This is an optimization exercise on Yosys and OpenROAD, whose aim is small area and a short achievable clock period, not a production implementation.
The RTL was checked by simulation tests, not by an equivalence proof against the original design.

==> 07-18 <==
## softermax
module softermax (
    input clk,
    input  [79:0] unnormed_in,
    output [319:0] final_softmax
);
clock: 17.5 ns
lec_check: 0
abc_area: 1
cap_margin: 20
core_margin: 2
core_utilization: 40
slew_margin: 20
standard.sh (not shown) runs the stock make flow with config.mk's settings and CLKGATE_MAP_FILE= SYNTH_SCRIPT=/design/flow/synth_recipe.tcl, a recipe that flattens the netlist after the stock synthesis.
==> flow/flow/run.sh <==
#!/bin/bash
# The standard layout (the standard.sh: the standard synthesis, then ORFS from
# floorplan to finish) with these changes to how it is made:
#  - after the standard synthesis, fapol.py sets the polarity of each full adder
#    (a full adder is self-dual) so that fewer inverters sit between adders; it
#    touches only inverters and adder input wiring, never a register or port;
#  - every port is still buffered, but with a plain buffer cell rather than the
#    delay cell buffer_ports picks on its own;
#  - ORFS's timing repair is asked to keep a setup margin, so that it sizes and
#    buffers the worst paths (the SDC and clock period stay the design's).
# Each tool's output goes to a log of its own here (synth.log, fapol.log,
# layout.log) and to ORFS's logs under orfs/logs.
set -euo pipefail
RES=orfs/results/${FLOW_PLATFORM:-sky130hd}/softermax/base
bash standard.sh synth > synth.log 2>&1
if python3 flow/fapol.py "$RES/1_2_yosys.v" "$RES/1_2_yosys.fapol.v" > fapol.log 2>&1; then
  cp "$RES/1_2_yosys.v" "$RES/1_2_yosys.standard.v"
  mv "$RES/1_2_yosys.fapol.v" "$RES/1_2_yosys.v"
  rm -f "$RES/1_synth.odb" "$RES/1_synth.sdc"
fi
bash standard.sh SETUP_SLACK_MARGIN=12 TNS_END_PERCENT=0 \
  "BUFFER_PORTS_ARGS=-buffer_cell sky130_fd_sc_hd__buf_1" finish > layout.log 2>&1
==> flow/flow/fapol.py <==
#!/usr/bin/env python3
"""Re-balance the polarity of full adders in a flat gate netlist.

A full adder is self-dual: FA(~a, ~b, ~c) = (~sum, ~cout). Yosys' adder
extraction leaves an inverter between many adders. This script removes every
inverter, picks for each full adder whether it works on true or complemented
signals (greedy local search that lowers the number of signals needed in both
polarities), and puts back one inverter for each signal that some pin needs
complemented. Registers, ports and all other cells are kept as they are.

usage: fapol.py IN.v OUT.v  (used by run.sh on the standard synthesis netlist)
"""
import re, sys, random

src = open(sys.argv[1]).read()
cell_re = re.compile(r'^  (sky130_fd_sc_hd__\w+) (\S+)\s+\((.*?)\n  \);\n', re.S | re.M)
pin_re = re.compile(r'\.(\w+)\(([^()]*)\)')
OUTPINS = {'X', 'Y', 'Q', 'Q_N', 'SUM', 'COUT', 'HI', 'LO'}

cells = []
for m in cell_re.finditer(src):
    typ, name, body = m.group(1), m.group(2), m.group(3)
    pins = [(p, n.strip()) for p, n in pin_re.findall(body)]
    cells.append([typ, name, pins, m.start(), m.end()])

def is_inv(typ):
    return re.fullmatch(r'sky130_fd_sc_hd__(inv|clkinv)_\d+', typ) is not None
def is_fa(typ):
    return typ == 'sky130_fd_sc_hd__fa_1' or re.fullmatch(r'sky130_fd_sc_hd__fa_\d+', typ)

hdr = src[:src.index(');') + 2]
portnames = set(re.findall(r'\b(\w+)\b', hdr.split('(', 1)[1]))
def is_port_net(n):
    base = n.split('[')[0].strip().lstrip('\\')
    return base in portnames

driver = {}
loads = {}
for ci, (typ, name, pins, s, e) in enumerate(cells):
    for p, n in pins:
        if p in OUTPINS:
            driver[n] = (ci, p)
        else:
            loads.setdefault(n, []).append((ci, p))

inv_cells = set()
for ci, c in enumerate(cells):
    if is_inv(c[0]):
        outn = dict(c[2])['Y']
        if is_port_net(outn):
            continue  # keep inverters that drive ports
        inv_cells.add(ci)

# root and parity of each net seen through removable inverters
memo = {}
def root(n):
    if n in memo:
        return memo[n]
    seen = 0
    r, par = n, 0
    while r in driver and driver[r][0] in inv_cells:
        ci = driver[r][0]
        r = dict(cells[ci][2])['A']
        par ^= 1
        seen += 1
        if seen > 1000:
            raise SystemExit('inverter loop')
    memo[n] = (r, par)
    return memo[n]

fa_cells = [ci for ci, c in enumerate(cells) if is_fa(c[0])]
fa_set = set(fa_cells)
mode = {ci: 0 for ci in fa_cells}

# consumers of each root: list of (ci, pin, parity)
cons = {}
for ci, c in enumerate(cells):
    if ci in inv_cells:
        continue
    for p, n in c[2]:
        if p in OUTPINS:
            continue
        r, par = root(n)
        cons.setdefault(r, []).append((ci, p, par))
# ports that read a net (outputs): nets that are ports and are read through inverters
# are handled by keeping such inverters (above); a port net read directly is a root.

def drv_q(r):
    d = driver.get(r)
    if d and d[0] in fa_set:
        return mode[d[0]]
    return 0

def root_cost(r):
    q = drv_q(r)
    for ci, p, par in cons.get(r, ()):
        m = mode[ci] if ci in fa_set else 0
        if par ^ m ^ q:
            return 1
    return 0

# roots touched by each FA (its inputs' roots and its outputs)
touch = {}
for ci in fa_cells:
    rs = set()
    for p, n in cells[ci][2]:
        if p in OUTPINS:
            rs.add(n)
        else:
            rs.add(root(n)[0])
    touch[ci] = rs

before = sum(root_cost(r) for r in cons)
random.seed(1)
for it in range(20):
    changed = 0
    order = fa_cells[:]
    random.shuffle(order)
    for ci in order:
        rs = touch[ci]
        c0 = sum(root_cost(r) for r in rs)
        mode[ci] ^= 1
        c1 = sum(root_cost(r) for r in rs)
        if c1 < c0:
            changed += 1
        else:
            mode[ci] ^= 1
    if not changed:
        break
after = sum(root_cost(r) for r in cons)
sys.stderr.write(f'inverters kept for ports: {sum(1 for ci, c in enumerate(cells) if is_inv(c[0])) - len(inv_cells)}; removable {len(inv_cells)}; '
                 f'signals needing an inverter: before {before}, after {after}; adders flipped {sum(mode.values())}\n')

# rewrite
def esc(n):
    return n + ' ' if n.startswith('\\') else n
newnets = []
newcells = []
neg = {}
def negnet(r):
    if r not in neg:
        base = r.lstrip('\\').replace('[', '_').replace(']', '_').replace('.', '_').replace(' ', '')
        nn = f'_fapol_n{len(neg)}_'
        neg[r] = nn
        newnets.append(nn)
        newcells.append(f'  sky130_fd_sc_hd__inv_1 _fapol_i{len(neg)}_ (\n    .A({esc(r)}),\n    .Y({nn})\n  );\n')
    return neg[r]

out = []
pos = 0
for ci, (typ, name, pins, s, e) in enumerate(cells):
    out.append(src[pos:s])
    pos = e
    if ci in inv_cells:
        continue
    newpins = []
    for p, n in pins:
        if p in OUTPINS:
            newpins.append((p, n))
        else:
            r, par = root(n)
            m = mode[ci] if ci in fa_set else 0
            need = par ^ m ^ drv_q(r)
            newpins.append((p, negnet(r) if need else r))
    body = ',\n'.join(f'    .{p}({esc(n)})' for p, n in newpins)
    out.append(f'  {typ} {esc(name)} (\n{body}\n  );\n')
out.append(src[pos:])
res = ''.join(out)
# declare new nets and add new cells before endmodule
decl = ''.join(f'  wire {n};\n' for n in newnets)
i = res.index(';', res.index('module')) + 1
res = res[:i] + '\n' + decl + res[i + 1:]
j = res.rindex('endmodule')
res = res[:j] + ''.join(newcells) + res[j:]
open(sys.argv[2], 'w').write(res)
==> 12-20 (differences from 07-18) <==
--- a/flow/design.v
+++ b/flow/design.v
@@ -681,17 +681,17 @@
     logic [9:0][7:0][31:0] rows;
     generate
         for (i = 0; i < 10; i++) begin : g_mul
             genvar t;
             for (t = 0; t < 8; t++) begin : g_row
                 wire [1:0] dg = p_q[i][2*t+1 -: 2];
                 wire sel1 = dg == 2'd1;
                 wire sel2 = dg == 2'd2;
-                wire sel3 = dg == 2'd3;
+                wire sel3 = (t < 7) && (dg == 2'd3);
                 wire [26:0] m = ({27{sel1}} & {2'b00, r2})
                               | ({27{sel2}} & {1'b0, r2, 1'b0})
                               | ({27{sel3}} & r3);
                 assign rows[i][t] = {5'd0, m} << (2*t);
             end
             assign y2[i] = rows[i][0] + rows[i][1] + rows[i][2] + rows[i][3]
                          + rows[i][4] + rows[i][5] + rows[i][6] + rows[i][7];
         end
--- a/flow/flow/run.sh
+++ b/flow/flow/run.sh
@@ -13,10 +13,10 @@
 set -euo pipefail
 RES=orfs/results/${FLOW_PLATFORM:-sky130hd}/softermax/base
 bash standard.sh synth > synth.log 2>&1
 if python3 flow/fapol.py "$RES/1_2_yosys.v" "$RES/1_2_yosys.fapol.v" > fapol.log 2>&1; then
   cp "$RES/1_2_yosys.v" "$RES/1_2_yosys.standard.v"
   mv "$RES/1_2_yosys.fapol.v" "$RES/1_2_yosys.v"
   rm -f "$RES/1_synth.odb" "$RES/1_synth.sdc"
 fi
-bash standard.sh SETUP_SLACK_MARGIN=12 TNS_END_PERCENT=0 \
+bash standard.sh SETUP_SLACK_MARGIN=11 TNS_END_PERCENT=0 \
   "BUFFER_PORTS_ARGS=-buffer_cell sky130_fd_sc_hd__buf_1" finish > layout.log 2>&1
--- a/flow/config.mk
+++ b/flow/config.mk
@@ -4,9 +4,10 @@
 export VERILOG_FILES = /design/flow/design.v
 export SDC_FILE = /design/flow/constraint.sdc
 export NUM_CORES = 4
 export LEC_CHECK = 0
 export ABC_AREA = 1
 export CAP_MARGIN = 20
 export CORE_MARGIN = 2
 export CORE_UTILIZATION = 40
+export CTS_BUF_LIST = sky130_fd_sc_hd__clkbuf_8
 export SLEW_MARGIN = 20
==> 03-06 (differences from 07-18) <==
--- a/flow/design.v
+++ b/flow/design.v
@@ -681,17 +681,17 @@
     logic [9:0][7:0][31:0] rows;
     generate
         for (i = 0; i < 10; i++) begin : g_mul
             genvar t;
             for (t = 0; t < 8; t++) begin : g_row
                 wire [1:0] dg = p_q[i][2*t+1 -: 2];
                 wire sel1 = dg == 2'd1;
                 wire sel2 = dg == 2'd2;
-                wire sel3 = dg == 2'd3;
+                wire sel3 = (t < 7) && (dg == 2'd3);
                 wire [26:0] m = ({27{sel1}} & {2'b00, r2})
                               | ({27{sel2}} & {1'b0, r2, 1'b0})
                               | ({27{sel3}} & r3);
                 assign rows[i][t] = {5'd0, m} << (2*t);
             end
             assign y2[i] = rows[i][0] + rows[i][1] + rows[i][2] + rows[i][3]
                          + rows[i][4] + rows[i][5] + rows[i][6] + rows[i][7];
         end
--- a/flow/flow/run.sh
+++ b/flow/flow/run.sh
@@ -13,10 +13,10 @@
 set -euo pipefail
 RES=orfs/results/${FLOW_PLATFORM:-sky130hd}/softermax/base
 bash standard.sh synth > synth.log 2>&1
 if python3 flow/fapol.py "$RES/1_2_yosys.v" "$RES/1_2_yosys.fapol.v" > fapol.log 2>&1; then
   cp "$RES/1_2_yosys.v" "$RES/1_2_yosys.standard.v"
   mv "$RES/1_2_yosys.fapol.v" "$RES/1_2_yosys.v"
   rm -f "$RES/1_synth.odb" "$RES/1_synth.sdc"
 fi
-bash standard.sh SETUP_SLACK_MARGIN=12 TNS_END_PERCENT=0 \
+bash standard.sh SETUP_SLACK_MARGIN=11 TNS_END_PERCENT=0 \
   "BUFFER_PORTS_ARGS=-buffer_cell sky130_fd_sc_hd__buf_1" finish > layout.log 2>&1
--- a/flow/flow/fapol.py
+++ b/flow/flow/fapol.py
@@ -1,15 +1,15 @@
 #!/usr/bin/env python3
 """Re-balance the polarity of full adders in a flat gate netlist.
 
 A full adder is self-dual: FA(~a, ~b, ~c) = (~sum, ~cout). Yosys' adder
 extraction leaves an inverter between many adders. This script removes every
 inverter, picks for each full adder whether it works on true or complemented
-signals (greedy local search that lowers the number of signals needed in both
+signals (greedy local search, then a short annealing that lowers the number of signals needed in both
 polarities), and puts back one inverter for each signal that some pin needs
 complemented. Registers, ports and all other cells are kept as they are.
 
 usage: fapol.py IN.v OUT.v  (used by run.sh on the standard synthesis netlist)
 """
 import re, sys, random
 
 src = open(sys.argv[1]).read()
@@ -122,16 +122,35 @@
         mode[ci] ^= 1
         c1 = sum(root_cost(r) for r in rs)
         if c1 < c0:
             changed += 1
         else:
             mode[ci] ^= 1
     if not changed:
         break
+# a little annealing after the greedy passes; keep the best modes seen
+import math
+cur = sum(root_cost(r) for r in cons)
+best, best_mode = cur, dict(mode)
+steps = 300000
+for step in range(steps):
+    ci = random.choice(fa_cells)
+    rs = touch[ci]
+    c0 = sum(root_cost(r) for r in rs)
+    mode[ci] ^= 1
+    dlt = sum(root_cost(r) for r in rs) - c0
+    temp = max(0.05, 1.0 - step / steps)
+    if dlt <= 0 or random.random() < math.exp(-dlt / temp):
+        cur += dlt
+        if cur < best:
+            best, best_mode = cur, dict(mode)
+    else:
+        mode[ci] ^= 1
+mode = best_mode
 after = sum(root_cost(r) for r in cons)
 sys.stderr.write(f'inverters kept for ports: {sum(1 for ci, c in enumerate(cells) if is_inv(c[0])) - len(inv_cells)}; removable {len(inv_cells)}; '
                  f'signals needing an inverter: before {before}, after {after}; adders flipped {sum(mode.values())}\n')
 
 # rewrite
 def esc(n):
     return n + ' ' if n.startswith('\\') else n
 newnets = []
==> flow/config.mk (replaced) <==
export PLATFORM = sky130hd
export DESIGN_NAME = softermax
export DESIGN_NICKNAME = softermax
export VERILOG_FILES = /design/flow/design.v
export SDC_FILE = /design/flow/constraint.sdc
export NUM_CORES = 4
export LEC_CHECK = 0
export ABC_AREA = 1
export CAP_MARGIN = 10
export CORE_MARGIN = 2
export CORE_UTILIZATION = 40
export CTS_BUF_LIST = sky130_fd_sc_hd__clkbuf_8
export CTS_CLUSTER_DIAMETER = 60
export CTS_CLUSTER_SIZE = 12
export SLEW_MARGIN = 10
==> summary of the runs <==
The highest worst hold slack belongs to 12-20, the lowest to 07-18.
Register-to-register slack: 07-18 < 03-06 < 12-20.
Against 12-20, the wire length of 03-06 is lower by about 0.7%.
Die area: 03-06 < 12-20 < 07-18.
12-20 ran to the end with no violations. 07-18 completed with no timing, DRC or antenna violations. 03-06 went through all stages and came out clean.
Critical path depth, lowest first: 12-20, 07-18, 03-06.
The highest non-clock buffer count belongs to 07-18, the lowest to 03-06.

-- what the ideal ports hide --
In the flow no input, the clock included, has a driving cell. The finished layouts below were timed again as built, in two steps. Step 1 assumes that a clkbuf_16 drives the clock port and a buf_2 every other input. Step 2 times the ports against the registers' clock, not the clock port: input delays grow and output delays shrink by t, the midpoint of the rising clock arrivals with the driver on. a / b / c = ideal ports / drivers / drivers and shift; a / b = the first two.
| run | t, ns | setup WS [ns] | worst setup path after step 2 | worst slew at a driven data input, ns |
|---|---|---|---|---|
| 07-18 | 0.854 | 10.339 / 10.339 / 9.695 | input to register | 0.05 |
| 12-20 | 1.042 | 10.606 / 10.606 / 9.648 | input to register | 0.10 |
| 03-06 | 1.009 | 10.536 / 10.536 / 9.614 | input to register | 0.10 |
After both steps every run listed still meets setup and hold. The setup slack of 12-20, which loses most, moves by 0.000 ns with the drivers and by -0.958 ns with both steps.
